Source: an optimization exercise on an open RTL-to-GDS flow (aim: small area and a short achievable clock period). Production flows keep margins and buffers that such runs may drop.
Function was checked by simulation only, so behaviour that the tests miss may differ from the original.

==> design.v <==
module g_xor2 (input wire a, input wire b, output wire y); assign y = a ^ b; endmodule
module g_xnor2 (input wire a, input wire b, output wire y); assign y = ~(a ^ b); endmodule
module g_nand2 (input wire a, input wire b, output wire y); assign y = ~(a & b); endmodule
module g_nor2 (input wire a, input wire b, output wire y); assign y = ~(a | b); endmodule
module g_nand2b (input wire an, input wire b, output wire y); assign y = ~(~an & b); endmodule
module g_inv (input wire a, output wire y); assign y = ~a; endmodule
module inv_mixcol (
    input  wire [31:0] x,
    output wire [31:0] y
);
    wire w32, w33, w34, w35, w36, w37, w38, w39, w40, w41, w42, w43, w44, w45, w46, w47, w48, w49, w50, w51, w52, w53, w54, w55, w56, w57, w58, w59, w60, w61, w62, w63, w64, w65, w66, w67, w68, w69, w70, w71, w72, w73, w74, w75, w76, w77, w78, w79, w80, w81, w82, w83, w84, w85, w86, w87, w88, w89, w90, w91, w92, w93, w94, w95, w96, w97, w98, w99, w100, w101, w102, w103, w104, w105, w106, w107, w108, w109, w110, w111, w112, w113, w114, w115, w116, w117, w118, w119, w120, w121, w122, w123, w124, w125, w126, w127, w128, w129, w130, w131, w132, w133, w134, w135, w136, w137, w138, w139, w140, w141, w142, w143, w144, w145, w146, w147, w148, w149, w150, w151, w152, w153, w154, w155, w156, w157, w158, w159, w160, w161, w162, w163, w164, w165, w166, w167, w168, w169, w170, w171, w172, w173, w174, w175, w176, w177, w178, w179, w180, w181, w182, w183, w184, w185, w186, w187, w188, w189, w190, w191, w192, w193, w194;
    g_xor2 g0 (.a(x[15]), .b(x[23]), .y(w32));
    g_xor2 g1 (.a(x[7]), .b(x[31]), .y(w33));
    g_xor2 g2 (.a(w32), .b(w33), .y(w34));
    g_xor2 g3 (.a(x[3]), .b(w34), .y(w35));
    g_xor2 g4 (.a(x[13]), .b(x[29]), .y(w36));
    g_xor2 g5 (.a(x[1]), .b(x[17]), .y(w37));
    g_xor2 g6 (.a(x[0]), .b(x[9]), .y(w38));
    g_xor2 g7 (.a(x[6]), .b(x[22]), .y(w39));
    g_xor2 g8 (.a(x[10]), .b(x[26]), .y(w40));
    g_xor2 g9 (.a(x[16]), .b(x[25]), .y(w41));
    g_xor2 g10 (.a(x[4]), .b(x[20]), .y(w42));
    g_xor2 g11 (.a(x[2]), .b(x[18]), .y(w43));
    g_xor2 g12 (.a(x[5]), .b(x[21]), .y(w44));
    g_xor2 g13 (.a(x[11]), .b(x[27]), .y(w45));
    g_xor2 g14 (.a(x[14]), .b(x[30]), .y(w46));
    g_xor2 g15 (.a(x[19]), .b(w35), .y(w47));
    g_xor2 g16 (.a(x[12]), .b(x[28]), .y(w48));
    g_xor2 g17 (.a(x[8]), .b(x[24]), .y(w49));
    g_xor2 g18 (.a(w34), .b(w37), .y(w50));
    g_xor2 g19 (.a(w39), .b(w49), .y(w51));
    g_xor2 g20 (.a(w40), .b(w43), .y(w52));
    g_xor2 g21 (.a(w38), .b(w41), .y(w53));
    g_xor2 g22 (.a(w42), .b(w48), .y(w54));
    g_xor2 g23 (.a(w36), .b(w44), .y(w55));
    g_xor2 g24 (.a(x[1]), .b(x[24]), .y(w56));
    g_xor2 g25 (.a(x[8]), .b(x[17]), .y(w57));
    g_xor2 g26 (.a(x[13]), .b(w45), .y(w58));
    g_xor2 g27 (.a(x[23]), .b(w46), .y(w59));
    g_xor2 g28 (.a(x[29]), .b(w45), .y(w60));
    g_xor2 g29 (.a(x[0]), .b(w55), .y(w61));
    g_xor2 g30 (.a(x[15]), .b(w46), .y(w62));
    g_xor2 g31 (.a(x[10]), .b(x[25]), .y(w63));
    g_xor2 g32 (.a(x[9]), .b(x[26]), .y(w64));
    g_xor2 g33 (.a(x[24]), .b(x[25]), .y(w65));
    g_xor2 g34 (.a(x[20]), .b(w56), .y(w66));
    g_xor2 g35 (.a(x[8]), .b(x[9]), .y(w67));
    g_xor2 g36 (.a(w44), .b(w49), .y(w68));
    g_xor2 g37 (.a(w40), .b(w42), .y(w69));
    g_xor2 g38 (.a(x[14]), .b(w33), .y(w70));
    g_xor2 g39 (.a(x[12]), .b(w41), .y(w71));
    g_xor2 g40 (.a(x[4]), .b(w57), .y(w72));
    g_xor2 g41 (.a(x[31]), .b(w37), .y(w73));
    g_xor2 g42 (.a(w39), .b(w48), .y(w74));
    g_xor2 g43 (.a(x[30]), .b(w32), .y(w75));
    g_xor2 g44 (.a(x[28]), .b(w38), .y(w76));
    g_xor2 g45 (.a(w43), .b(w48), .y(w77));
    g_xor2 g46 (.a(w53), .b(w59), .y(w78));
    g_xor2 g47 (.a(x[7]), .b(w39), .y(w79));
    g_xor2 g48 (.a(w42), .b(w46), .y(w80));
    g_xor2 g49 (.a(w36), .b(w54), .y(w81));
    g_xor2 g50 (.a(w34), .b(w43), .y(w82));
    g_xor2 g51 (.a(w51), .b(w62), .y(w83));
    g_xor2 g52 (.a(w52), .b(w53), .y(w84));
    g_xor2 g53 (.a(w52), .b(w68), .y(w85));
    g_xor2 g54 (.a(w44), .b(w54), .y(w86));
    g_xor2 g55 (.a(w78), .b(w79), .y(w87));
    g_xor2 g56 (.a(x[16]), .b(w61), .y(w88));
    g_xor2 g57 (.a(w40), .b(w50), .y(w89));
    g_xor2 g58 (.a(w73), .b(w83), .y(w90));
    g_xor2 g59 (.a(w50), .b(w85), .y(w91));
    g_xor2 g60 (.a(x[19]), .b(x[26]), .y(w92));
    g_xor2 g61 (.a(x[0]), .b(x[27]), .y(w93));
    g_xor2 g62 (.a(x[16]), .b(x[19]), .y(w94));
    g_xor2 g63 (.a(x[6]), .b(x[21]), .y(w95));
    g_xor2 g64 (.a(x[21]), .b(x[28]), .y(w96));
    g_xor2 g65 (.a(x[5]), .b(x[12]), .y(w97));
    g_xor2 g66 (.a(x[3]), .b(x[11]), .y(w98));
    g_xor2 g67 (.a(x[15]), .b(x[22]), .y(w99));
    g_xor2 g68 (.a(x[8]), .b(x[31]), .y(w100));
    g_xor2 g69 (.a(x[7]), .b(x[22]), .y(w101));
    g_xor2 g70 (.a(x[5]), .b(x[30]), .y(w102));
    g_xor2 g71 (.a(x[6]), .b(x[23]), .y(w103));
    g_xor2 g72 (.a(x[19]), .b(x[27]), .y(w104));
    g_xor2 g73 (.a(x[0]), .b(x[2]), .y(w105));
    g_xor2 g74 (.a(x[7]), .b(x[24]), .y(w106));
    g_xor2 g75 (.a(x[11]), .b(x[18]), .y(w107));
    g_xor2 g76 (.a(x[10]), .b(x[16]), .y(w108));
    g_xor2 g77 (.a(x[5]), .b(x[22]), .y(w109));
    g_xor2 g78 (.a(w65), .b(w107), .y(w110));
    g_xor2 g79 (.a(x[2]), .b(x[27]), .y(w111));
    g_xor2 g80 (.a(x[8]), .b(w98), .y(w112));
    g_xor2 g81 (.a(x[14]), .b(x[21]), .y(w113));
    g_xor2 g82 (.a(x[6]), .b(x[31]), .y(w114));
    g_xor2 g83 (.a(w36), .b(w97), .y(w115));
    g_xor2 g84 (.a(x[11]), .b(w94), .y(w116));
    g_xor2 g85 (.a(x[17]), .b(w41), .y(w117));
    g_xor2 g86 (.a(w36), .b(w96), .y(w118));
    g_xor2 g87 (.a(w38), .b(w63), .y(w119));
    g_xor2 g88 (.a(x[18]), .b(w67), .y(w120));
    g_xor2 g89 (.a(x[16]), .b(w33), .y(w121));
    g_xor2 g90 (.a(w92), .b(w105), .y(w122));
    g_xor2 g91 (.a(x[3]), .b(w93), .y(w123));
    g_xor2 g92 (.a(w67), .b(w111), .y(w124));
    g_xor2 g93 (.a(x[2]), .b(w65), .y(w125));
    g_xor2 g94 (.a(x[18]), .b(w45), .y(w126));
    g_xor2 g95 (.a(w37), .b(w108), .y(w127));
    g_xor2 g96 (.a(x[4]), .b(w60), .y(w128));
    g_xor2 g97 (.a(w66), .b(w123), .y(w129));
    g_xor2 g98 (.a(x[24]), .b(w104), .y(w130));
    g_xor2 g99 (.a(w60), .b(w74), .y(w131));
    g_xor2 g100 (.a(w75), .b(w114), .y(w132));
    g_xor2 g101 (.a(w69), .b(w112), .y(w133));
    g_xor2 g102 (.a(w58), .b(w102), .y(w134));
    g_xor2 g103 (.a(w51), .b(w55), .y(w135));
    g_xor2 g104 (.a(w32), .b(w51), .y(w136));
    g_xor2 g105 (.a(w75), .b(w101), .y(w137));
    g_xor2 g106 (.a(w58), .b(w76), .y(w138));
    g_xor2 g107 (.a(w58), .b(w95), .y(w139));
    g_xor2 g108 (.a(w80), .b(w109), .y(w140));
    g_xor2 g109 (.a(w70), .b(w99), .y(w141));
    g_xor2 g110 (.a(x[1]), .b(w119), .y(w142));
    g_xor2 g111 (.a(w45), .b(w122), .y(w143));
    g_xor2 g112 (.a(w77), .b(w116), .y(w144));
    g_xor2 g113 (.a(w71), .b(w130), .y(w145));
    g_xor2 g114 (.a(w64), .b(w110), .y(w146));
    g_xor2 g115 (.a(w72), .b(w118), .y(w147));
    g_xor2 g116 (.a(w126), .b(w127), .y(w148));
    g_xor2 g117 (.a(w59), .b(w100), .y(w149));
    g_xor2 g118 (.a(w64), .b(w117), .y(w150));
    g_xor2 g119 (.a(w66), .b(w115), .y(w151));
    g_xor2 g120 (.a(w63), .b(w124), .y(w152));
    g_xor2 g121 (.a(w71), .b(w128), .y(w153));
    g_xor2 g122 (.a(w76), .b(w133), .y(w154));
    g_xor2 g123 (.a(w70), .b(w103), .y(w155));
    g_xor2 g124 (.a(w62), .b(w106), .y(w156));
    g_xor2 g125 (.a(w50), .b(w143), .y(w157));
    g_xor2 g126 (.a(w72), .b(w144), .y(w158));
    g_xor2 g127 (.a(w61), .b(w136), .y(w159));
    g_xor2 g128 (.a(w35), .b(w148), .y(w160));
    g_xor2 g129 (.a(w82), .b(w150), .y(w161));
    g_xor2 g130 (.a(w77), .b(w129), .y(w162));
    g_xor2 g131 (.a(w81), .b(w155), .y(w163));
    g_xor2 g132 (.a(w74), .b(w134), .y(w164));
    g_xor2 g133 (.a(w121), .b(w135), .y(w165));
    g_xor2 g134 (.a(w84), .b(w147), .y(w166));
    g_xor2 g135 (.a(w60), .b(w140), .y(w167));
    g_xor2 g136 (.a(w113), .b(w131), .y(w168));
    g_xor2 g137 (.a(x[20]), .b(w138), .y(w169));
    g_xor2 g138 (.a(w80), .b(w139), .y(w170));
    g_xor2 g139 (.a(w86), .b(w141), .y(w171));
    g_xor2 g140 (.a(w84), .b(w151), .y(w172));
    g_xor2 g141 (.a(w86), .b(w132), .y(w173));
    g_xor2 g142 (.a(w81), .b(w137), .y(w174));
    g_xor2 g143 (.a(w69), .b(w145), .y(w175));
    g_xor2 g144 (.a(w82), .b(w142), .y(w176));
    g_xor2 g145 (.a(w47), .b(w170), .y(w177));
    g_xor2 g146 (.a(w47), .b(w164), .y(w178));
    g_xor2 g147 (.a(w47), .b(w166), .y(w179));
    g_xor2 g148 (.a(w47), .b(w172), .y(w180));
    g_xor2 g149 (.a(w47), .b(w168), .y(w181));
    g_xor2 g150 (.a(w47), .b(w146), .y(w182));
    g_xor2 g151 (.a(w89), .b(w120), .y(w183));
    g_xor2 g152 (.a(w89), .b(w125), .y(w184));
    g_xor2 g153 (.a(w88), .b(w156), .y(w185));
    g_xor2 g154 (.a(w57), .b(w87), .y(w186));
    g_xor2 g155 (.a(w56), .b(w87), .y(w187));
    g_xor2 g156 (.a(w88), .b(w149), .y(w188));
    g_xor2 g157 (.a(w38), .b(w90), .y(w189));
    g_xor2 g158 (.a(w91), .b(w153), .y(w190));
    g_xor2 g159 (.a(w47), .b(w167), .y(w191));
    g_xor2 g160 (.a(w47), .b(w152), .y(w192));
    g_xor2 g161 (.a(w41), .b(w90), .y(w193));
    g_xor2 g162 (.a(w91), .b(w169), .y(w194));
    assign y[0] = w183;
    assign y[1] = w157;
    assign y[2] = w162;
    assign y[3] = w179;
    assign y[4] = w191;
    assign y[5] = w173;
    assign y[6] = w165;
    assign y[7] = w186;
    assign y[8] = w161;
    assign y[9] = w192;
    assign y[10] = w154;
    assign y[11] = w190;
    assign y[12] = w178;
    assign y[13] = w163;
    assign y[14] = w185;
    assign y[15] = w193;
    assign y[16] = w184;
    assign y[17] = w160;
    assign y[18] = w158;
    assign y[19] = w180;
    assign y[20] = w177;
    assign y[21] = w171;
    assign y[22] = w159;
    assign y[23] = w187;
    assign y[24] = w176;
    assign y[25] = w182;
    assign y[26] = w175;
    assign y[27] = w194;
    assign y[28] = w181;
    assign y[29] = w174;
    assign y[30] = w188;
    assign y[31] = w189;
endmodule
module sb_a (
    input  wire [7:0] y,
    output wire [7:0] x,
    output wire [3:0] ti
);
    wire w8, w9, w10, w11, w12, w13, w14, w15, w16, w17, w18, w19, w20, w21, w22, w23, w24, w25, w26, w27, w28, w29, w30, w31, w32, w33, w42, w43, w44, w45, w46, w47, w48, w49, w50, w51, w52, w53, w54, w55, w56, w57, w58, w59, w60, w61, w62, w63, w64, w65, w66, w67, w68, w69, w70, w71, w72, w73, w74, w75, w76, w77, w78, w79, w80, w81;
    g_xnor2 g0 (.a(y[0]), .b(y[6]), .y(w8));
    g_xnor2 g1 (.a(y[2]), .b(y[7]), .y(w9));
    g_xor2 g2 (.a(y[3]), .b(y[6]), .y(w10));
    g_xor2 g3 (.a(y[0]), .b(y[3]), .y(w11));
    g_xor2 g4 (.a(y[4]), .b(y[5]), .y(w12));
    g_xor2 g5 (.a(y[1]), .b(w10), .y(w13));
    g_xnor2 g6 (.a(y[1]), .b(w8), .y(w14));
    g_xor2 g7 (.a(y[2]), .b(y[3]), .y(w15));
    g_xor2 g8 (.a(y[4]), .b(y[7]), .y(w16));
    g_xnor2 g9 (.a(w9), .b(w12), .y(w17));
    g_xor2 g10 (.a(w8), .b(w9), .y(w18));
    g_xnor2 g11 (.a(y[6]), .b(y[7]), .y(w19));
    g_xnor2 g12 (.a(y[2]), .b(y[4]), .y(w20));
    g_xor2 g13 (.a(y[5]), .b(w15), .y(w21));
    g_xor2 g14 (.a(y[2]), .b(y[6]), .y(w22));
    g_xor2 g15 (.a(y[5]), .b(y[7]), .y(w23));
    g_xnor2 g16 (.a(y[3]), .b(w18), .y(w24));
    g_xor2 g17 (.a(w14), .b(w17), .y(w25));
    g_xnor2 g18 (.a(y[7]), .b(w11), .y(w26));
    g_xor2 g19 (.a(w11), .b(w12), .y(w27));
    g_xor2 g20 (.a(y[7]), .b(w10), .y(w28));
    g_xor2 g21 (.a(y[5]), .b(w14), .y(w29));
    g_xor2 g22 (.a(w11), .b(w16), .y(w30));
    g_xnor2 g23 (.a(w8), .b(w21), .y(w31));
    g_xnor2 g24 (.a(w9), .b(w13), .y(w32));
    g_xor2 g25 (.a(w13), .b(w16), .y(w33));
    g_nand2 g26 (.a(w22), .b(w27), .y(w42));
    g_nand2 g27 (.a(w26), .b(w30), .y(w43));
    g_nand2 g28 (.a(w24), .b(w23), .y(w44));
    g_nand2 g29 (.a(w19), .b(w32), .y(w45));
    g_nand2 g30 (.a(w28), .b(w33), .y(w46));
    g_nor2 g31 (.a(y[3]), .b(w20), .y(w47));
    g_nand2 g32 (.a(w9), .b(w25), .y(w48));
    g_nand2 g33 (.a(w8), .b(w14), .y(w49));
    g_nand2 g34 (.a(w18), .b(w17), .y(w50));
    g_xor2 g35 (.a(w44), .b(w48), .y(w51));
    g_xnor2 g36 (.a(w47), .b(w48), .y(w52));
    g_xor2 g37 (.a(w43), .b(w50), .y(w53));
    g_xor2 g38 (.a(w51), .b(w53), .y(w54));
    g_xor2 g39 (.a(w15), .b(w54), .y(w55));
    g_xor2 g40 (.a(w46), .b(w50), .y(w56));
    g_xnor2 g41 (.a(y[4]), .b(w52), .y(w57));
    g_xor2 g42 (.a(w56), .b(w57), .y(w58));
    g_xor2 g43 (.a(w45), .b(w49), .y(w59));
    g_xnor2 g44 (.a(w31), .b(w59), .y(w60));
    g_xor2 g45 (.a(w52), .b(w60), .y(w61));
    g_xor2 g46 (.a(w42), .b(w49), .y(w62));
    g_xor2 g47 (.a(w29), .b(w62), .y(w63));
    g_xor2 g48 (.a(w51), .b(w63), .y(w64));
    g_xnor2 g49 (.a(w55), .b(w64), .y(w65));
    g_nand2 g50 (.a(w55), .b(w58), .y(w66));
    g_xnor2 g51 (.a(w58), .b(w61), .y(w67));
    g_nand2 g52 (.a(w58), .b(w64), .y(w68));
    g_nand2 g53 (.a(w61), .b(w55), .y(w69));
    g_xor2 g54 (.a(w61), .b(w66), .y(w70));
    g_xor2 g55 (.a(w64), .b(w66), .y(w71));
    g_nor2 g56 (.a(w71), .b(w67), .y(w72));
    g_nor2 g57 (.a(w70), .b(w65), .y(w73));
    g_nor2 g58 (.a(w67), .b(w68), .y(w74));
    g_xor2 g59 (.a(w67), .b(w66), .y(w75));
    g_nor2 g60 (.a(w65), .b(w69), .y(w76));
    g_xor2 g61 (.a(w65), .b(w66), .y(w77));
    g_xor2 g62 (.a(w61), .b(w72), .y(w78));
    g_xor2 g63 (.a(w74), .b(w75), .y(w79));
    g_xor2 g64 (.a(w64), .b(w73), .y(w80));
    g_xor2 g65 (.a(w76), .b(w77), .y(w81));
    assign x[0] = w33;
    assign x[1] = w32;
    assign x[2] = w30;
    assign x[3] = w27;
    assign x[4] = w28;
    assign x[5] = w19;
    assign x[6] = w26;
    assign x[7] = w22;
    assign ti[0] = w81;
    assign ti[1] = w80;
    assign ti[2] = w79;
    assign ti[3] = w78;
endmodule
module sb_b (
    input  wire [7:0] x,
    input  wire [3:0] ti,
    output wire [7:0] s
);
    wire w12, w13, w14, w15, w16, w17, w18, w19, w20, w21, w22, w23, w24, w25, w26, w27, w28, w29, w30, w31, w32, w33, w34, w35, w36, w37, w38, w39, w40, w41, w42, w43, w44, w45, w46, w47, w48, w49, w50, w51, w52, w53, w54, w55, w56, w57, w58, w59, w60, w61, w62, w63, w64, w65, w66, w67, w68, w69, w70, w71, w72, w73, w74, w75, w76, w77;
    g_xor2 g0 (.a(x[7]), .b(x[5]), .y(w12));
    g_xor2 g1 (.a(x[6]), .b(x[4]), .y(w13));
    g_xor2 g2 (.a(x[7]), .b(x[6]), .y(w14));
    g_xor2 g3 (.a(x[5]), .b(x[4]), .y(w15));
    g_xor2 g4 (.a(w12), .b(w13), .y(w16));
    g_xor2 g5 (.a(x[3]), .b(x[1]), .y(w17));
    g_xor2 g6 (.a(x[2]), .b(x[0]), .y(w18));
    g_xor2 g7 (.a(x[3]), .b(x[2]), .y(w19));
    g_xor2 g8 (.a(x[1]), .b(x[0]), .y(w20));
    g_xor2 g9 (.a(w17), .b(w18), .y(w21));
    g_xor2 g10 (.a(ti[3]), .b(ti[1]), .y(w22));
    g_xor2 g11 (.a(ti[2]), .b(ti[0]), .y(w23));
    g_xor2 g12 (.a(ti[3]), .b(ti[2]), .y(w24));
    g_xor2 g13 (.a(ti[1]), .b(ti[0]), .y(w25));
    g_xor2 g14 (.a(w22), .b(w23), .y(w26));
    g_nand2 g15 (.a(ti[3]), .b(x[3]), .y(w27));
    g_nand2 g16 (.a(ti[2]), .b(x[2]), .y(w28));
    g_nand2 g17 (.a(w24), .b(w19), .y(w29));
    g_nand2 g18 (.a(ti[1]), .b(x[1]), .y(w30));
    g_nand2 g19 (.a(ti[0]), .b(x[0]), .y(w31));
    g_nand2 g20 (.a(w25), .b(w20), .y(w32));
    g_nand2 g21 (.a(w22), .b(w17), .y(w33));
    g_nand2 g22 (.a(w23), .b(w18), .y(w34));
    g_nand2 g23 (.a(w26), .b(w21), .y(w35));
    g_nand2 g24 (.a(ti[3]), .b(x[7]), .y(w36));
    g_nand2 g25 (.a(ti[2]), .b(x[6]), .y(w37));
    g_nand2 g26 (.a(w24), .b(w14), .y(w38));
    g_nand2 g27 (.a(ti[1]), .b(x[5]), .y(w39));
    g_nand2 g28 (.a(ti[0]), .b(x[4]), .y(w40));
    g_nand2 g29 (.a(w25), .b(w15), .y(w41));
    g_nand2 g30 (.a(w22), .b(w12), .y(w42));
    g_nand2 g31 (.a(w23), .b(w13), .y(w43));
    g_nand2 g32 (.a(w26), .b(w16), .y(w44));
    g_xor2 g33 (.a(w37), .b(w44), .y(w45));
    g_xor2 g34 (.a(w39), .b(w43), .y(w46));
    g_xor2 g35 (.a(w36), .b(w43), .y(w47));
    g_xor2 g36 (.a(w27), .b(w30), .y(w48));
    g_xor2 g37 (.a(w32), .b(w35), .y(w49));
    g_xnor2 g38 (.a(w28), .b(w45), .y(w50));
    g_xor2 g39 (.a(w41), .b(w42), .y(w51));
    g_xor2 g40 (.a(w40), .b(w44), .y(w52));
    g_xor2 g41 (.a(w29), .b(w34), .y(w53));
    g_xnor2 g42 (.a(w29), .b(w47), .y(w54));
    g_xnor2 g43 (.a(w31), .b(w48), .y(w55));
    g_xnor2 g44 (.a(w33), .b(w51), .y(w56));
    g_xor2 g45 (.a(w50), .b(w55), .y(w57));
    g_xor2 g46 (.a(w33), .b(w35), .y(w58));
    g_xnor2 g47 (.a(w41), .b(w46), .y(w59));
    g_xnor2 g48 (.a(w27), .b(w46), .y(w60));
    g_xor2 g49 (.a(w28), .b(w30), .y(w61));
    g_xor2 g50 (.a(w49), .b(w61), .y(w62));
    g_xor2 g51 (.a(w46), .b(w52), .y(w63));
    g_xnor2 g52 (.a(w31), .b(w52), .y(w64));
    g_xnor2 g53 (.a(w32), .b(w48), .y(w65));
    g_xor2 g54 (.a(w54), .b(w65), .y(w66));
    g_xor2 g55 (.a(w50), .b(w54), .y(w67));
    g_xor2 g56 (.a(w56), .b(w64), .y(w68));
    g_xor2 g57 (.a(w53), .b(w60), .y(w69));
    g_xnor2 g58 (.a(w38), .b(w59), .y(w70));
    g_xor2 g59 (.a(w49), .b(w68), .y(w71));
    g_xor2 g60 (.a(w47), .b(w57), .y(w72));
    g_xor2 g61 (.a(w53), .b(w62), .y(w73));
    g_xor2 g62 (.a(w58), .b(w67), .y(w74));
    g_xor2 g63 (.a(w56), .b(w69), .y(w75));
    g_xor2 g64 (.a(w45), .b(w66), .y(w76));
    g_xor2 g65 (.a(w57), .b(w70), .y(w77));
    assign s[0] = w74;
    assign s[1] = w71;
    assign s[2] = w76;
    assign s[3] = w73;
    assign s[4] = w77;
    assign s[5] = w72;
    assign s[6] = w75;
    assign s[7] = w63;
endmodule
module aes_round_top (
    input  wire         clk,
    input  wire         rst,
    input  wire         in_valid,
    input  wire [127:0] state_in,
    input  wire [127:0] round_key,
    output wire         out_valid,
    output wire [127:0] state_out
);
    reg [2:0] vld;
    always @(posedge clk) begin
        if (rst) vld <= 3'd0;
        else     vld <= {vld[1:0], in_valid};
    end
    assign out_valid = vld[2];
    wire [127:0] ark = state_in ^ round_key;
    wire [127:0] ark_q = ark;
    wire [127:0] mc;
    genvar c, i;
    generate
        for (c = 0; c < 4; c = c + 1) begin : g_col
            inv_mixcol u_mc (.x(ark_q[127 - 32*c -: 32]), .y(mc[127 - 32*c -: 32]));
        end
    endgenerate
    reg  [127:0] mc_q;
    always @(posedge clk) mc_q <= mc;
    wire [127:0] x0;
    wire [63:0] ti0;
    reg  [63:0] ti0_q;
    always @(posedge clk) ti0_q <= ti0;
    reg  [127:0] x0_q;
    always @(posedge clk) x0_q <= x0;
    wire [127:0] sb;
    generate
        for (i = 0; i < 16; i = i + 1) begin : g_sb
            sb_a u_sb_a (.y(mc_q[127 - 8*i -: 8]), .x(x0[8*i +: 8]), .ti(ti0[4*i +: 4]));
            sb_b u_sb_b (.x(x0_q[8*i +: 8]), .ti(ti0_q[4*i +: 4]), .s(sb[127 - 8*(4*(((i / 4) + (i % 4)) % 4) + (i % 4)) -: 8]));
        end
    endgenerate
    reg  [127:0] sb_q;
    always @(posedge clk) sb_q <= sb;
    assign state_out = sb_q;
endmodule
==> flow/run.sh <==
#!/bin/bash
set -euo pipefail
export BUFFER_PORTS_ARGS="-buffer_cell sky130_fd_sc_hd__buf_1"
bash standard.sh > standard_flow.log 2>&1
==> standard.sh <==
#!/bin/bash
# synth_recipe.tcl (not shown) runs the flow's synth.tcl, then flattens the netlist and writes it again
# the make line also repeats each setting of config.mk as NAME=value (left out here)
make -C /OpenROAD-flow-scripts/flow DESIGN_CONFIG=/design/flow/config.mk WORK_HOME=/design/flow/orfs CLKGATE_MAP_FILE= SYNTH_SCRIPT=/design/flow/synth_recipe.tcl "${@:-finish}"
==> config.mk <==
export PLATFORM = sky130hd
export DESIGN_NAME = aes_round_top
export DESIGN_NICKNAME = aes_round_top
export VERILOG_FILES = /design/flow/design.v
export SDC_FILE = /design/flow/constraint.sdc
export NUM_CORES = 4
export LEC_CHECK = 0
export CAP_MARGIN = 20
export CORE_MARGIN = 2
export CORE_UTILIZATION = 50
export CTS_CLUSTER_DIAMETER = 100
export CTS_CLUSTER_SIZE = 30
export PLACE_DENSITY = 0.65
export SETUP_SLACK_MARGIN = 4.2
export SLEW_MARGIN = 20
export SYNTH_HIERARCHICAL = 1
export SYNTH_MINIMUM_KEEP_SIZE = 0
==> constraint.sdc <==
create_clock -name core_clock -period 7.0 [get_ports {clk}]
set_input_delay 1.4000 -clock core_clock [delete_from_list [all_inputs] [get_ports {clk}]]
set_output_delay 1.4000 -clock core_clock [all_outputs]
set_load 0.01 [all_outputs]
==> results.py, run 1 <==
metrics = {
    "routing": {
        "wl_per_cell_microns": 14.2,
        "firstDrtPassIters": 4,
        "vias": 21001,
        "drtIter0Drc": 641,
        "drt-vias-per-instance": 4.37,
        "drtAntennaViolNets": 0,
        "wirelength_microns": 68300,
        "drc": 0,
    },
    "logic_synthesis": {
        "synth_fp_nets": 4053,
        "synth_seq_cells": 451,
        "syn-cell-area_sq_um": 35000,
        "syn_inst": 3794,
        "ys_seq_area_share_pct": 25.8,
        "ys_types": 7,
        "yosys_warnings": 7,
        "synth_area_per_cell_sq_um": 9.23,
    },
    "placement": {
        "dp_hpwl_microns": 55900,
        "gp_congestion": 0.869,
        "place_area_sq_um": 36300,
        "dpl.cell_count": 4673,
        "portBuffers": 387,
        "pre_cts_slack_ns": 3.39,
    },
    "sta": {
        "worst_slack_ns": 4.18,
        "final_max_slew_viol_count": 0,
        "max_freq_mhz": 355,
        "skew_ns": 0.0348,
        "fin_crit_sh_pct": 40.2,
        "final.setup.tns_ns": 0,
        "rsz0062_at_grt": "true",
        "slew_headroom_pct": 36.5,
        "setup_viol": 0,
        "worstMarginPinSlew_ns": 0.950,
        "post-route-min-period_ns": 2.82,
        "finalHoldViolCount": 0,
        "hold_slack_ns": 0.447,
    },
    "finish": {
        "fin_area_sq_um": 39900,
        "syn2layout_area_growth_pct": 13.8,
        "n_antenna_cell": 0,
        "final_cell_mix": "xor2_1 (1712), nand2_1 (454), buf_1 (387)",
        "final_common_cell": "xor2_1",
        "final_nets": 4110,
        "fin_cells": 4804,
        "utilization_pct": 57.2,
        "drive_above_1_share_pct": 14.4,
    },
    "critical_path": {
        "endpoint": "mc_q[3]$_DFF_P_",
        "crit_path_cell_trace": "buf_1, xor2_2, xor2_1, xor2_1, xor2_1, xor2_1, xor2_1",
        "critPathRequiredTime_ns": 7.51,
        "worstReg2RegStart": "mc_q[12]$_DFF_P_",
        "path_class": "input port to flip-flop",
        "critPathLaunchType": "input port",
        "r2r_end": "ti0_q[57]$_DFF_P_",
        "r2r_cells": 11,
        "slowest_stage": "xor2_2",
        "cp-startpoint": "round_key[17]",
        "cp_slowest_stage_delay_ns": 0.43,
        "rrSetupSlack_ns": 4.27,
        "crit_path_frequent_cell": "xor2_1",
        "critPathCaptureType": "flip-flop",
        "worstPathArrival_ns": 3.33,
        "crit_fanout": 3,
    },
    "clock_network": {
        "clockBufferDepth": 3,
        "hold_buffers": 0,
        "clk_latency_ns": 0.59,
        "cts_buffers": 23,
        "cts_htree_levels": 1,
        "cts.sinks": 451,
        "cts_tree": "done",
        "cts_root_buffer": "clkbuf_16",
        "clk_pin_slew_worst_paths_ns": 0.12,
    },
    "grt": {
        "antenna_found_initial": 0,
        "grt_overflow": 0,
        "grt_use_total_pct": 18.1,
        "first_global_vias": 20679,
        "grt_max_degree": 31,
        "grt_pass1_wl_microns": 106000,
    },
    "floorplanning": {
        "num_rows": 97,
        "fp.dieW_microns": 269,
        "floorplan.initialDensity_pct": 50.3,
        "dieArea_sq_um": 72200,
        "coreArea_sq_um": 69700,
        "die_h_microns": 269,
        "io_pins": 388,
    },
    "min_path": {
        "hp-class": "flip-flop to flip-flop",
    },
    "outcome": {
        "status": "finished clean",
    },
    "flow_run": {
        "maxCapViolations": 0,
    },
}
final cells by class:
class / count / area (sq um)
Clock inverter: 13 / 209
Timing Repair Buffer: 480 / 2240
Sequential cell: 451 / 9200
Multi-Input combinational cell: 2895 / 26500
Fill cell: 6196 / 29800
Tap cell: 940 / 1180
Clock buffer: 25 / 583
sequential cells by signal (all words and copies together), names as in the netlist:
register,cells
vld,3
ti0_q,64
mc_q,128
sb_q,128
x0_q,128
synth_stat cells (all sizes together):
cell | n | area [sq um]
dfxtp | 451 | 9030
xor2 | 1964 | 17200
nor2 | 80 | 300
nor2b | 3 | 18.8
buf | 448 | 3360
nand2 | 464 | 1740
xnor2 | 384 | 3360
worst min-delay path by stage:
stage	from	end	slack, ns	cells after the start
finish	vld[0]$_SDFF_PP0_	vld[1]$_SDFF_PP0_	0.45	1
global route	vld[1]$_SDFF_PP0_	vld[2]$_SDFF_PP0_	0.47	1
CTS	vld[0]$_SDFF_PP0_	vld[1]$_SDFF_PP0_	0.46	1
detailed placement	vld[0]$_SDFF_PP0_	vld[1]$_SDFF_PP0_	0.43	1
global placement	vld[1]$_SDFF_PP0_	vld[2]$_SDFF_PP0_	0.42	1
floorplan	vld[0]$_SDFF_PP0_	vld[1]$_SDFF_PP0_	0.41	1
critical path, delay by kind of cell:
| family | cells | cell delay, ns |
|---|---|---|
| buffers and inverters | 1 | 0.13 |
| XOR/XNOR | 6 | 1.78 |
modules after synthesis (local to each module, per instance), a selection:
module,cells inside,flip-flops and latches
aes_round_top,582,451
g_xnor2,1,0
inv_mixcol,32,0
g_xor2,1,0
g_nand2,1,0
g_nor2,1,0
sb_a,12,0
logic make-up after synthesis:
family | Yosys count | synth area share, %
XOR/XNOR | 2348 | 58.7
buffers and inverters | 448 | 9.60
flip-flops | 451 | 25.8
AND/OR/NAND/NOR | 547 | 5.88
repair_timing:
action / CTS / global route
endpoints found under the setup margin: 91 / 127
buffers inserted: 17 / 76
gates cloned: 0 / 0
pin swaps: 6 / 68
resized for setup: 84 / 255
endpoints found under the hold margin: 0 / 0
routing by layer:
metal | track usage, % | share of wire, %
met5 | 0 | 0
met1 | 25.3 | 47
met4 | 3.11 | 1.3
met3 | 1.57 | 3.0
met2 | 30.7 | 48
==> run 2: changes to the inputs <==
--- a/config.mk
+++ b/config.mk
@@ -12,5 +12,5 @@
 export CTS_CLUSTER_SIZE = 30
 export PLACE_DENSITY = 0.65
-export SETUP_SLACK_MARGIN = 4.2
+export SETUP_SLACK_MARGIN = 4.1
 export SLEW_MARGIN = 20
 export SYNTH_HIERARCHICAL = 1
==> results.py, run 2 <==
metrics = {
    "logic_synthesis": {
        "synth_top_area_cell": "xor2_1",
        "synth_fp_nets": 4053,
        "synth_seq_cells": 451,
        "yosys.area.top_type_share_pct": 49.1,
        "synth_area_per_cell_sq_um": 9.23,
        "ys_seq_area_share_pct": 25.8,
        "synth_area_leaders": "xor2_1 (49%), dfxtp_1 (26%), buf_4 (9.6%), xnor2_1 (9.6%), nand2_1 (5.0%)",
        "yosys_warnings": 7,
        "yosysMostFrequentCell": "xor2_1",
        "synth_top_family_by_area": "XOR/XNOR gates",
        "syn-cell-area_sq_um": 35000,
        "synth_flop_cell": "dfxtp_1",
        "synth_common_cells": "xor2_1 (1964), nand2_1 (464), dfxtp_1 (451), buf_4 (448), xnor2_1 (384)",
        "synth_compound_area_share_pct": 0,
        "synthAdderAreaFrac_pct": 0,
        "synth_mux_area_share_pct": 0,
        "synthXorXnorAreaFrac_pct": 58.7,
        "synthArstFlopShare_pct": 0,
        "yosys.area_share.simple_pct": 5.88,
        "synth-edff-count": 0,
        "ys_types": 7,
        "syn_inst": 3794,
    },
    "finish": {
        "drive_above_1_share_pct": 9.99,
        "n_antenna_cell": 0,
        "reg_top3": "mc_q: 128 flops, sb_q: 128 flops, x0_q: 128 flops",
        "nFillCells": 6379,
        "final_nets": 4050,
        "syn2layout_area_growth_pct": 9.64,
        "fin_cells": 4744,
        "fin_area_sq_um": 38400,
        "final_common_cell": "xor2_1",
        "final_cell_mix": "xor2_1 (1781), nand2_1 (464), buf_1 (387)",
    },
    "clock_network": {
        "cts_root_buffer": "clkbuf_16",
        "cts_tree": "done",
        "cts.sinks": 451,
        "clockBufferDepth": 3,
        "clk_pin_slew_worst_paths_ns": 0.11,
        "hold_buffers": 0,
        "cts_buffers": 24,
        "cts_htree_levels": 1,
        "clk_latency_ns": 0.59,
    },
    "sta": {
        "finalHoldViolCount": 0,
        "final.setup.tns_ns": 0,
        "rsz0062_at_grt": "true",
        "hold_slack_ns": 0.452,
        "setup_viol": 0,
        "max_freq_mhz": 347,
        "slew_headroom_pct": 31.6,
        "final_max_slew_viol_count": 0,
        "skew_ns": 0.0308,
        "fin_crit_sh_pct": 41.2,
        "worstMarginPinSlew_ns": 1.02,
        "post-route-min-period_ns": 2.88,
    },
    "grt": {
        "antenna_found_initial": 1,
        "grt_overflow": 0,
        "grt_use_total_pct": 17.5,
        "first_global_vias": 20549,
        "grt_pass1_wl_microns": 103000,
        "grt_max_degree": 31,
    },
    "critical_path": {
        "critPathRequiredTime_ns": 7.51,
        "critPathLaunchType": "input port",
        "crit_path_cell_trace": "buf_1, xor2_4, xor2_2, xor2_4, xor2_2, xor2_4, buf_4, xor2_1",
        "slowest_stage": "xor2_2",
        "critical_path.top_delay_family": "XOR/XNOR gates",
        "cp-startpoint": "state_in[39]",
        "crit_fanout": 7,
        "cp_slowest_stage_delay_ns": 0.36,
        "worstPathArrival_ns": 3.39,
        "critPathCaptureType": "flip-flop",
        "worstReg2RegStart": "mc_q[47]$_DFF_P_",
        "crit_buf_inv": 2,
        "crit_path_frequent_cell": "xor2_4",
        "path_class": "input port to flip-flop",
    },
    "routing": {
        "wirelength_microns": 65300,
        "drt-vias-per-instance": 4.34,
        "drc": 0,
        "drtIter0Drc": 529,
        "vias": 20606,
        "firstDrtPassIters": 4,
        "drtAntennaViolNets": 0,
        "wl_per_cell_microns": 13.8,
    },
    "outcome": {
        "status": "finished clean",
    },
    "min_path": {
        "hp-class": "flip-flop to flip-flop",
        "hold_start": "vld[1]$_SDFF_PP0_",
    },
    "flow_run": {
        "maxCapViolations": 0,
    },
    "placement": {
        "dp_hpwl_microns": 55100,
        "place_area_sq_um": 36100,
        "dpl.cell_count": 4673,
        "gp_congestion": 0.890,
        "portBuffers": 387,
    },
    "floorplanning": {
        "num_rows": 97,
        "coreArea_sq_um": 69700,
        "dieArea_sq_um": 72200,
        "die_h_microns": 269,
        "floorplan.initialDensity_pct": 50.3,
        "fp.dieW_microns": 269,
        "io_pins": 388,
    },
}
[run 2: final cells by class]
type / instances / area [sq um] / area share [%]
clock buffer: 28 / 626 / 1.63
multi-input combinational: 2895 / 25500 / 66.5
timing repair buffer: 419 / 1720 / 4.47
tap: 940 / 1180 / 3.06
clock inverter: 11 / 228 / 0.593
sequential: 451 / 9130 / 23.8
[run 2: worst paths after layout]
kind | endpoint | slack, ns | depth (start not counted)
setup reg to reg | ti0_q[41]$_DFF_P_ | 4.20 | 11
hold / removal | vld[2]$_SDFF_PP0_ | 0.45 | 1
hold reg to reg | vld[2]$_SDFF_PP0_ | 0.45 | 1
setup / recovery | mc_q[44]$_DFF_P_ | 4.12 | 8
[run 2: layer usage]
layer,global-route usage (%),wire (microns)
met5,0,0
met2,31.0,32300
met4,3.39,1120
met1,23.2,29900
met3,1.74,1900
[run 2: cells by family (layout without fill, tap and decap cells)]
family        after synthesis  count (layout)
buf+inv                   448             458
xor+xnor                 2348            2348
simple gates              547             547
flops                     451             451
[run 2: Yosys stat by module (local to each module, per instance)]
module / cells / flops+latches
aes_round_top: 582 / 451
sb_b: 8 / 0
g_nand2: 1 / 0
g_nor2: 1 / 0
inv_mixcol: 32 / 0
g_xnor2: 1 / 0
g_xor2: 1 / 0
sb_a: 12 / 0
[run 2: worst register-to-register path, cell delays in order, from the launching register on]
cell and delay, ns:
dfxtp_2 0.48, xnor2_4 0.13, xnor2_1 0.27, xor2_1 0.21, nand2_1 0.17, xnor2_2 0.31, xnor2_1 0.17, xor2_1 0.29
nand2_1 0.21, xor2_1 0.20, nor2_1 0.13, xor2_1 0.17
[run 2: timing repair]
action	4_1_cts	5_1_grt
gates cloned	0	0
resized for setup	24	179
endpoints found under the setup margin	27	98
setup buffers	0	32
pin swaps	0	11
[run 2: through the flow]
stage	setup slack, ns	utilization (%)
6_report	4.12	55.1
5_1_grt	4.01	55.1
4_1_cts	4.10	53.2
3_5_place_dp	3.45	51.8
3_3_place_gp	3.50	51.8
2_1_floorplan	3.91	-
==> run 3: changes to the inputs <==
==> flow/run.sh (replaced) <==
#!/bin/bash
set -euo pipefail
export BUFFER_PORTS_ARGS="-buffer_cell sky130_fd_sc_hd__buf_2"
bash standard.sh > standard_flow.log 2>&1
--- a/config.mk
+++ b/config.mk
@@ -9,8 +9,6 @@
 export CORE_MARGIN = 2
 export CORE_UTILIZATION = 50
-export CTS_CLUSTER_DIAMETER = 100
-export CTS_CLUSTER_SIZE = 30
 export PLACE_DENSITY = 0.65
-export SETUP_SLACK_MARGIN = 4.1
+export SETUP_SLACK_MARGIN = 4.05
 export SLEW_MARGIN = 20
 export SYNTH_HIERARCHICAL = 1
==> results.py, run 3 <==
metrics = {
    "outcome": {
        "status": "finished clean",
    },
    "sta": {
        "max_freq_mhz": 337,
        "slew_headroom_pct": 35.9,
        "final.setup.tns_ns": 0,
        "skew_ns": 0.0334,
        "rsz0062_at_grt": "true",
        "post-route-min-period_ns": 2.97,
        "worstMarginPinSlew_ns": 0.959,
        "finalHoldViolCount": 0,
        "setup_viol": 0,
        "fin_crit_sh_pct": 42.4,
        "final_max_slew_viol_count": 0,
        "hold_slack_ns": 0.442,
    },
    "logic_synthesis": {
        "yosys_warnings": 7,
        "synth_area_leaders": "xor2_1 (49%), dfxtp_1 (26%), buf_4 (9.6%), xnor2_1 (9.6%), nand2_1 (5.0%)",
        "synth_flop_cell": "dfxtp_1",
        "synth_area_per_cell_sq_um": 9.23,
        "synth_top_area_cell": "xor2_1",
        "synth_fp_nets": 4053,
        "synth-edff-count": 0,
        "ys_types": 7,
        "synth_seq_cells": 451,
        "synthArstFlopShare_pct": 0,
        "syn_inst": 3794,
        "yosysMostFrequentCell": "xor2_1",
        "synth_common_cells": "xor2_1 (1964), nand2_1 (464), dfxtp_1 (451), buf_4 (448), xnor2_1 (384)",
        "yosys.area.top_type_share_pct": 49.1,
        "syn-cell-area_sq_um": 35000,
        "ys_seq_area_share_pct": 25.8,
    },
    "finish": {
        "final_cell_mix": "xor2_1 (1797), nand2_1 (463), dfxtp_1 (409)",
        "n_antenna_cell": 0,
        "nFillCells": 6365,
        "syn2layout_area_growth_pct": 12.0,
        "final_common_cell": "xor2_1",
        "final_nets": 4064,
        "drive_above_1_share_pct": 19.8,
        "reg_top3": "mc_q: 128 flops, sb_q: 128 flops, x0_q: 128 flops",
        "utilization_pct": 56.3,
    },
    "clock_network": {
        "cts_buffers": 53,
        "clk_pin_slew_worst_paths_ns": 0.06,
        "clockBufferDepth": 3,
        "cts_htree_levels": 2,
        "cts.sinks": 451,
        "cts_tree": "done",
        "cts_root_buffer": "clkbuf_16",
        "clk_latency_ns": 0.61,
        "hold_buffers": 0,
    },
    "routing": {
        "firstDrtPassIters": 5,
        "drt-vias-per-instance": 4.37,
        "vias": 20922,
        "drtAntennaViolNets": 0,
        "wl_per_cell_microns": 14.2,
        "drc": 0,
        "wirelength_microns": 67900,
        "drtIter0Drc": 657,
    },
    "critical_path": {
        "worstPathArrival_ns": 3.44,
        "crit_fanout": 4,
        "crit_path_cell_trace": "buf_2, xor2_4, xor2_2, xor2_1, xor2_1, xor2_1, xor2_1",
        "cp_slowest_stage_delay_ns": 0.37,
        "critPathCaptureType": "flip-flop",
        "slowest_stage": "xor2_1",
        "critPathLaunchType": "input port",
        "crit_path_frequent_cell": "xor2_1",
        "critPathRequiredTime_ns": 7.47,
        "path_class": "input port to flip-flop",
    },
    "flow_run": {
        "maxCapViolations": 0,
    },
    "floorplanning": {
        "coreArea_sq_um": 69700,
        "dieArea_sq_um": 72200,
        "num_rows": 97,
        "io_pins": 388,
        "die_h_microns": 269,
        "fp.dieW_microns": 269,
        "floorplan.initialDensity_pct": 50.3,
    },
    "grt": {
        "antenna_found_initial": 2,
        "use_met3_pct": 2.66,
        "gr-usage-met1_pct": 25.0,
        "grt_pass1_wl_microns": 108000,
        "grt_overflow": 0,
        "grt.met2_usage_pct": 31.0,
        "grt_max_degree": 15,
        "first_global_vias": 21303,
        "busiest_layer": "met2",
        "grt_use_total_pct": 18.5,
    },
    "placement": {
        "gp_congestion": 0.867,
        "dp_hpwl_microns": 56700,
        "portBuffers": 387,
    },
    "min_path": {
        "hp-class": "flip-flop to flip-flop",
    },
}
## run 3: cell counts after synthesis
No cell type changed its count.
## run 3: layout make-up
class | instances | area (sq um) | area share (%)
Timing Repair Buffer | 404 | 2060 | 5.26
Clock buffer | 71 | 1470 | 3.76
Tap cell | 940 | 1180 | 3.00
Clock inverter | 23 | 315 | 0.804
Sequential cell | 451 | 9080 | 23.1
Multi-Input combinational cell | 2895 | 25100 | 64.0
## run 3: path summary, 6_finish.rpt
| check | start | end | slack, ns | depth (start not counted) |
|---|---|---|---|---|
| worst max-delay path | round_key[117] | mc_q[110]$_DFF_P_ | 4.03 | 7 |
| worst min-delay path | vld[0]$_SDFF_PP0_ | vld[1]$_SDFF_PP0_ | 0.44 | 1 |
| worst max register to register | mc_q[21]$_DFF_P_ | ti0_q[53]$_DFF_P_ | 4.20 | 11 |
| worst min register to register | vld[0]$_SDFF_PP0_ | vld[1]$_SDFF_PP0_ | 0.44 | 1 |
## run 3: cells by family (layout without fill, tap and decap cells)
kind of cell           after synthesis  after routing  share of synthesized area [%]
buffers and inverters              448            498                           9.60
XOR/XNOR                          2348           2348                           58.7
AND/OR/NAND/NOR                    547            547                           5.88
flip-flops                         451            451                           25.8
## run 3: per-module statistics from Yosys (local to each module, per instance)
| module | flops+latches | cells | times used |
|---|---|---|---|
| sb_a | 0 | 12 | 16 |
| g_nor2 | 0 | 1 | 80 |
| g_xnor2 | 0 | 1 | 384 |
| aes_round_top | 451 | 582 | 1 |
| sb_b | 0 | 8 | 16 |
| inv_mixcol | 0 | 32 | 4 |
| g_xor2 | 0 | 1 | 1836 |
| g_nand2 | 0 | 1 | 464 |
## run 3: layer usage
metal | wire [microns] | vias to the layer above | part of all wire, %
met2 | 32100 | 316 | 47
li1 | - | 10947 | -
met4 | 1490 | 4 | 2.2
met1 | 31800 | 9564 | 47
met3 | 2500 | 91 | 3.7
met5 | 26 | - | 0.038
## run 3: through the flow
| stage | instances | worst slack (ns) | area [sq um] |
|---|---|---|---|
| global route | 4784 | 4.00 | 39200 |
| floorplan | 3794 | 3.91 | 36700 |
| finish | 4784 | 4.03 | 39200 |
| CTS | 4767 | 4.05 | 38300 |
| detailed placement | 4673 | 3.49 | 36400 |
| global placement | 4673 | 3.54 | 36400 |
## run 3: worst max-delay path, delay by kind of cell
kind	cells	cell delay (ns)
buffers and inverters	1	0.13
XOR/XNOR	6	1.89
## run 3: what timing repair did
action,CTS,global route
setup endpoints to repair,16,68
pin swaps,0,15
cloned,0,0
gates resized for setup,12,138
setup buffers,0,17
==> run 4: changes to the inputs <==
--- a/config.mk
+++ b/config.mk
@@ -10,5 +10,5 @@
 export CORE_UTILIZATION = 50
 export PLACE_DENSITY = 0.65
-export SETUP_SLACK_MARGIN = 4.05
+export SETUP_SLACK_MARGIN = 4.2
 export SLEW_MARGIN = 20
 export SYNTH_HIERARCHICAL = 1
==> results.py, run 4 <==
metrics = {
    "finish": {
        "reg_top3": "mc_q: 128 flops, sb_q: 128 flops, x0_q: 128 flops",
        "syn2layout_area_growth_pct": 16.7,
        "nFillCells": 6216,
        "utilization_pct": 58.6,
        "final_nets": 4101,
        "fin_area_sq_um": 40900,
        "drive_above_1_share_pct": 24.6,
        "final_common_cell": "xor2_1",
        "n_antenna_cell": 0,
        "final_cell_mix": "xor2_1 (1715), nand2_1 (452), buf_2 (387)",
    },
    "sta": {
        "slew_headroom_pct": 46.0,
        "setup_viol": 0,
        "skew_ns": 0.0393,
        "post-route-min-period_ns": 2.79,
        "worstMarginPinSlew_ns": 0.808,
        "hold_slack_ns": 0.438,
        "max_freq_mhz": 358,
        "rsz0062_at_grt": "true",
        "finalHoldViolCount": 0,
        "final.setup.tns_ns": 0,
        "fin_crit_sh_pct": 39.9,
        "final_max_slew_viol_count": 0,
    },
    "critical_path": {
        "crit_fanout": 3,
        "crit_path_cell_trace": "buf_2, xor2_2, xor2_2, xor2_1, xor2_1, xor2_1, xor2_1",
        "slowest_stage": "xor2_2",
        "worstReg2RegStart": "mc_q[28]$_DFF_P_",
        "path_class": "input port to flip-flop",
        "worstPathArrival_ns": 3.30,
        "rrSetupSlack_ns": 4.26,
        "critPathRequiredTime_ns": 7.51,
        "critPathLaunchType": "input port",
        "r2r_cells": 11,
        "critPathCaptureType": "flip-flop",
        "cp_slowest_stage_delay_ns": 0.42,
        "crit_path_frequent_cell": "xor2_1",
        "r2r_end": "ti0_q[48]$_DFF_P_",
    },
    "min_path": {
        "hold_start": "vld[1]$_SDFF_PP0_",
        "hp-class": "flip-flop to flip-flop",
        "holdPathEnd": "vld[2]$_SDFF_PP0_",
        "holdPathStages": 1,
    },
    "clock_network": {
        "cts_root_buffer": "clkbuf_16",
        "cts_tree": "done",
        "cts_htree_levels": 2,
        "clk_latency_ns": 0.61,
        "cts.sinks": 451,
        "hold_buffers": 0,
        "clockBufferDepth": 3,
        "clk_pin_slew_worst_paths_ns": 0.06,
        "cts_buffers": 53,
    },
    "grt": {
        "grt.met2_usage_pct": 30.6,
        "grt_max_degree": 16,
        "gr-usage-met1_pct": 25.6,
        "grt_overflow": 0,
        "first_global_vias": 21326,
        "use_met3_pct": 2.58,
        "grt_pass1_wl_microns": 108000,
        "antenna_found_initial": 0,
        "grt_use_total_pct": 18.6,
        "busiest_layer": "met2",
    },
    "flow_run": {
        "maxCapViolations": 0,
    },
    "floorplanning": {
        "io_pins": 388,
        "fp.dieW_microns": 269,
        "num_rows": 97,
        "coreArea_sq_um": 69700,
        "floorplan.initialDensity_pct": 50.3,
        "die_h_microns": 269,
        "dieArea_sq_um": 72200,
    },
    "logic_synthesis": {
        "synth_common_cells": "xor2_1 (1964), nand2_1 (464), dfxtp_1 (451), buf_4 (448), xnor2_1 (384)",
        "synth_seq_cells": 451,
        "yosys.area.top_type_share_pct": 49.1,
        "ys_types": 7,
        "synthArstFlopShare_pct": 0,
        "synth_fp_nets": 4053,
        "synth-edff-count": 0,
        "synth_area_leaders": "xor2_1 (49%), dfxtp_1 (26%), buf_4 (9.6%), xnor2_1 (9.6%), nand2_1 (5.0%)",
        "yosysMostFrequentCell": "xor2_1",
        "yosys_warnings": 7,
        "ys_seq_area_share_pct": 25.8,
        "synth_top_area_cell": "xor2_1",
        "syn_inst": 3794,
        "synth_area_per_cell_sq_um": 9.23,
        "syn-cell-area_sq_um": 35000,
        "synth_flop_cell": "dfxtp_1",
    },
    "routing": {
        "drc": 0,
        "wl_per_cell_microns": 14.3,
        "wirelength_microns": 68900,
        "drtIter0Drc": 644,
        "vias": 20984,
        "drtAntennaViolNets": 0,
        "drt-vias-per-instance": 4.35,
        "firstDrtPassIters": 4,
    },
    "placement": {
        "gp_congestion": 0.860,
        "dp_hpwl_microns": 56200,
        "portBuffers": 387,
        "place_area_sq_um": 36800,
    },
    "outcome": {
        "status": "finished clean",
    },
}
[run 4: logic make-up after synthesis]
kind of cell | synth area share (%)
xor+xnor | 58.7
simple gates | 5.88
flops | 25.8
buf+inv | 9.60
[run 4: per-layer routing]
layer	vias to the layer above	share of wire, %
li1	10959	-
met1	9620	47
met2	319	47
met3	86	3.4
met4	0	2.0
met5	-	0
[run 4: final cells by class]
type,instances,area [sq um],area share (%)
Multi-Input combinational cell,2895,26200,64.2
Sequential cell,451,9180,22.5
Timing Repair Buffer,441,2400,5.89
Clock buffer,61,1410,3.45
Tap cell,940,1180,2.88
Clock inverter,37,450,1.10
[run 4: repair_timing]
item / CTS / global route
buffers inserted: 6 / 48
endpoints found under the setup margin: 74 / 109
endpoints found under the hold margin: 0 / 0
gates resized for setup: 59 / 250
pin swaps: 3 / 52
[run 4: worst max-delay path by stage]
| stage | start | cells past startpoint | end | slack (ns) |
|---|---|---|---|---|
| 2_1_floorplan | state_in[103] | 7 | mc_q[100]$_DFF_P_ | 3.91 |
| 3_3_place_gp | round_key[17] | 7 | mc_q[3]$_DFF_P_ | 3.50 |
| 3_5_place_dp | round_key[11] | 7 | mc_q[27]$_DFF_P_ | 3.44 |
| 4_1_cts | mc_q[44]$_DFF_P_ | 11 | ti0_q[41]$_DFF_P_ | 4.17 |
| 5_1_grt | mc_q[104]$_DFF_P_ | 11 | ti0_q[9]$_DFF_P_ | 4.02 |
| 6_report | round_key[30] | 7 | mc_q[7]$_DFF_P_ | 4.21 |
[run 4: per-stage QoR]
step	cells	worst slack [ns]
floorplan	3794	3.91
global placement	4673	3.50
detailed placement	4673	3.44
CTS	4777	4.17
global route	4825	4.02
finish	4825	4.21
[run 4: worst max-delay path: cells and delay by family]
family	cells	cell delay [ns]
xor+xnor	6	1.79
buf+inv	1	0.11
[run 4: per-module statistics from Yosys (local to each module, per instance)]
module / times used / flip-flops and latches / area [sq um] / cells inside
inv_mixcol: 4 / 0 / 240 / 32
g_xnor2: 384 / 0 / 8.76 / 1
g_nand2: 464 / 0 / 3.75 / 1
sb_a: 16 / 0 / 90.1 / 12
aes_round_top: 1 / 451 / 10200 / 582
g_xor2: 1836 / 0 / 8.76 / 1
sb_b: 16 / 0 / 60.1 / 8
g_nor2: 80 / 0 / 3.75 / 1
==> run 5: changes to the inputs <==
==> run.sh (new file) <==
#!/bin/bash
# synth_recipe.tcl (not shown) runs the flow's synth.tcl, then flattens the netlist and writes it again
# the make line also repeats each setting of config.mk as NAME=value (left out here)
make -C /OpenROAD-flow-scripts/flow DESIGN_CONFIG=/design/flow/config.mk WORK_HOME=/design/flow/orfs CLKGATE_MAP_FILE= SYNTH_SCRIPT=/design/flow/synth_recipe.tcl finish
--- a/config.mk
+++ b/config.mk
@@ -10,5 +10,5 @@
 export CORE_UTILIZATION = 50
 export PLACE_DENSITY = 0.65
-export SETUP_SLACK_MARGIN = 4.2
+export SETUP_SLACK_MARGIN = 4.0
 export SLEW_MARGIN = 20
 export SYNTH_HIERARCHICAL = 1
removed: flow/run.sh
removed: standard.sh
==> results.py, run 5 <==
metrics = {
    "outcome": {
        "status": "finished clean",
    },
    "sta": {
        "finalHoldViolCount": 0,
        "final.setup.tns_ns": 0,
        "slew_headroom_pct": 46.1,
        "skew_ns": 0.0227,
        "post-route-min-period_ns": 3.07,
        "max_freq_mhz": 326,
        "rsz0062_at_grt": "true",
        "hold_slack_ns": 0.441,
        "worstMarginPinSlew_ns": 0.806,
        "worst_slack_ns": 3.93,
        "final_max_slew_viol_count": 0,
        "fin_crit_sh_pct": 43.9,
        "setup_viol": 0,
    },
    "flow_run": {
        "maxCapViolations": 0,
    },
    "placement": {
        "portBuffers": 387,
        "place_area_sq_um": 38100,
        "pre_cts_slack_ns": 3.08,
        "gp_congestion": 0.873,
        "dp_hpwl_microns": 57300,
        "dpl.cell_count": 4673,
    },
    "grt": {
        "first_global_vias": 21321,
        "grt_max_degree": 15,
        "grt_use_total_pct": 18.9,
        "grt_pass1_wl_microns": 110000,
        "grt_overflow": 0,
        "antenna_found_initial": 2,
    },
    "min_path": {
        "hold_start": "vld[1]$_SDFF_PP0_",
        "hp-class": "flip-flop to flip-flop",
        "holdPathStages": 1,
        "holdPathEnd": "vld[2]$_SDFF_PP0_",
    },
    "floorplanning": {
        "io_pins": 388,
        "fp.dieW_microns": 269,
        "coreArea_sq_um": 69700,
        "die_h_microns": 269,
        "num_rows": 97,
        "floorplan.initialDensity_pct": 50.3,
        "dieArea_sq_um": 72200,
    },
    "finish": {
        "fin_cells": 4942,
        "utilization_pct": 63.0,
        "final_common_cell": "xor2_1",
        "multi_input_area_sq_um": 26600,
        "fin_area_sq_um": 43900,
        "n_antenna_cell": 0,
        "final_nets": 4222,
        "final_cell_mix": "xor2_1 (1703), nand2_1 (462), dfxtp_1 (425)",
        "drive_above_1_share_pct": 15.2,
        "nFillCells": 5700,
        "reg_top3": "mc_q: 128 flops, sb_q: 128 flops, x0_q: 128 flops",
        "syn2layout_area_growth_pct": 25.4,
        "regArea_sq_um": 9060,
    },
    "critical_path": {
        "rrSetupSlack_ns": 4.17,
        "critPathLaunchType": "input port",
        "crit_fanout": 3,
        "r2r_cells": 11,
        "worstPathArrival_ns": 3.60,
        "critPathCaptureType": "flip-flop",
        "r2r_end": "ti0_q[41]$_DFF_P_",
        "critPathRequiredTime_ns": 7.53,
        "worstReg2RegStart": "mc_q[46]$_DFF_P_",
        "path_class": "input port to flip-flop",
    },
    "logic_synthesis": {
        "yosys_warnings": 7,
        "ys_types": 7,
        "synth-edff-count": 0,
        "synth_seq_cells": 451,
        "yosysMostFrequentCell": "xor2_1",
        "synth_fp_nets": 4053,
        "yosys.area.top_type_share_pct": 49.1,
        "synth_area_per_cell_sq_um": 9.23,
        "synth_common_cells": "xor2_1 (1964), nand2_1 (464), dfxtp_1 (451), buf_4 (448), xnor2_1 (384)",
        "syn_inst": 3794,
        "syn-cell-area_sq_um": 35000,
        "synth_area_leaders": "xor2_1 (49%), dfxtp_1 (26%), buf_4 (9.6%), xnor2_1 (9.6%), nand2_1 (5.0%)",
        "ys_seq_area_share_pct": 25.8,
        "synthArstFlopShare_pct": 0,
        "synth_flop_cell": "dfxtp_1",
        "synth_top_area_cell": "xor2_1",
    },
    "clock_network": {
        "clk_latency_ns": 0.61,
        "cts.sinks": 451,
        "cts_htree_levels": 2,
        "cts_root_buffer": "clkbuf_16",
        "cts_tree": "done",
        "clockBufferDepth": 3,
        "hold_buffers": 0,
        "cts_buffers": 52,
        "clk_pin_slew_worst_paths_ns": 0.07,
    },
    "routing": {
        "firstDrtPassIters": 5,
        "drtIter0Drc": 853,
        "wl_per_cell_microns": 14.8,
        "drt-vias-per-instance": 4.36,
        "vias": 21537,
        "drtAntennaViolNets": 0,
        "wirelength_microns": 73000,
        "drc": 0,
    },
}
run 5: cell count changes in the layout (fill, tap and decap cells not counted), sizes merged:
cell	change
clkdlybuf4s50	+344
buf	-265
dlymetal6s2s	+29
dlygate4sd2	+14
clkinvlp	-5
bufinv	-3
clkbuf	+3
clkinv	+2
inv	-2
run 5: modules after synthesis (local to each module, per instance):
| module | times used | area, sq um |
|---|---|---|
| aes_round_top | 1 | 10200 |
| g_nand2 | 464 | 3.75 |
| g_nor2 | 80 | 3.75 |
| g_xnor2 | 384 | 8.76 |
| g_xor2 | 1836 | 8.76 |
| inv_mixcol | 4 | 240 |
| sb_a | 16 | 90.1 |
| sb_b | 16 | 60.1 |
run 5: logic make-up (layout without fill, tap and decap cells):
kind of cell | after synthesis | after routing | synth area share [%]
buf+inv | 448 | 656 | 9.60
flops | 451 | 451 | 25.8
xor+xnor | 2348 | 2348 | 58.7
simple gates | 547 | 547 | 5.88
run 5: worst max path at each step:
stage                   startpoint           endpoint  slack [ns]  cells after the start
CTS                  round_key[59]   mc_q[59]$_DFF_P_        3.89                      7
finish              round_key[110]  mc_q[111]$_DFF_P_        3.93                      8
detailed placement   round_key[63]   mc_q[41]$_DFF_P_        3.08                      7
global placement     round_key[45]   mc_q[46]$_DFF_P_        3.08                      7
global route        round_key[110]  mc_q[111]$_DFF_P_        3.85                      8
floorplan            state_in[103]  mc_q[100]$_DFF_P_        3.91                      7
run 5: metal layers:
metal	part of all wire [%]	global-route usage [%]
met5	0	0
met1	47	26.7
met2	47	30.2
met3	3.7	2.45
met4	2.1	5.42
run 5: worst max-delay path, stage by stage:
cell	delay (ns)
clkdlybuf4s50_1	0.56
xor2_2	0.26
xor2_2	0.26
buf_4	0.19
xor2_2	0.20
xor2_1	0.23
xor2_1	0.32
xor2_1	0.17
run 5: repair_timing:
| item | CTS | global route |
|---|---|---|
| pin swaps | 26 | 100 |
| endpoints found under the setup margin | 87 | 153 |
| setup buffers | 31 | 145 |
| gates resized for setup | 96 | 259 |
run 5: layout make-up:
class	count	share of cell area [%]
Tap cell	940	2.68
Clock inverter	29	0.693
Timing Repair Buffer	563	12.1
Clock buffer	64	3.30
Multi-Input combinational cell	2895	60.6
Sequential cell	451	20.6

## what the ideal ports hide
How much do the figures lean on ideal ports? The routed layouts below were timed once more, with nothing changed but the port constraints. Step 1 assumes that a clkbuf_16 drives the clock port and a buf_2 every other input. Step 2, shift: input delay + t, output delay - t, t = (earliest + latest rising clock arrival at the registers) / 2. This alone moves slack from input paths to output paths. a / b / c = ideal ports / drivers / drivers and shift; a / b = the first two.
run | t (ns) | setup slack, ns | worst setup path after step 2 | worst data-port slew with drivers (ns) | cell pins on the clock port's net
run 1 | 0.633 | 4.185 / 4.218 / 3.586 | input to register | 0.05 | 1
run 2 | 0.641 | 4.119 / 4.147 / 3.506 | input to register | 0.06 | 1
run 3 | 0.661 | 4.031 / 4.075 / 3.414 | input to register | 0.11 | 1
run 4 | 0.657 | 4.206 / 4.245 / 3.588 | input to register | 0.05 | 1
run 5 | 0.664 | 3.929 / 3.962 / 3.306 | input to register | 0.08 | 1
After both steps setup and hold are still met in every run listed. For run 5, which loses most, drivers alone change the setup slack by +0.033 ns; drivers and shift together by -0.623 ns.
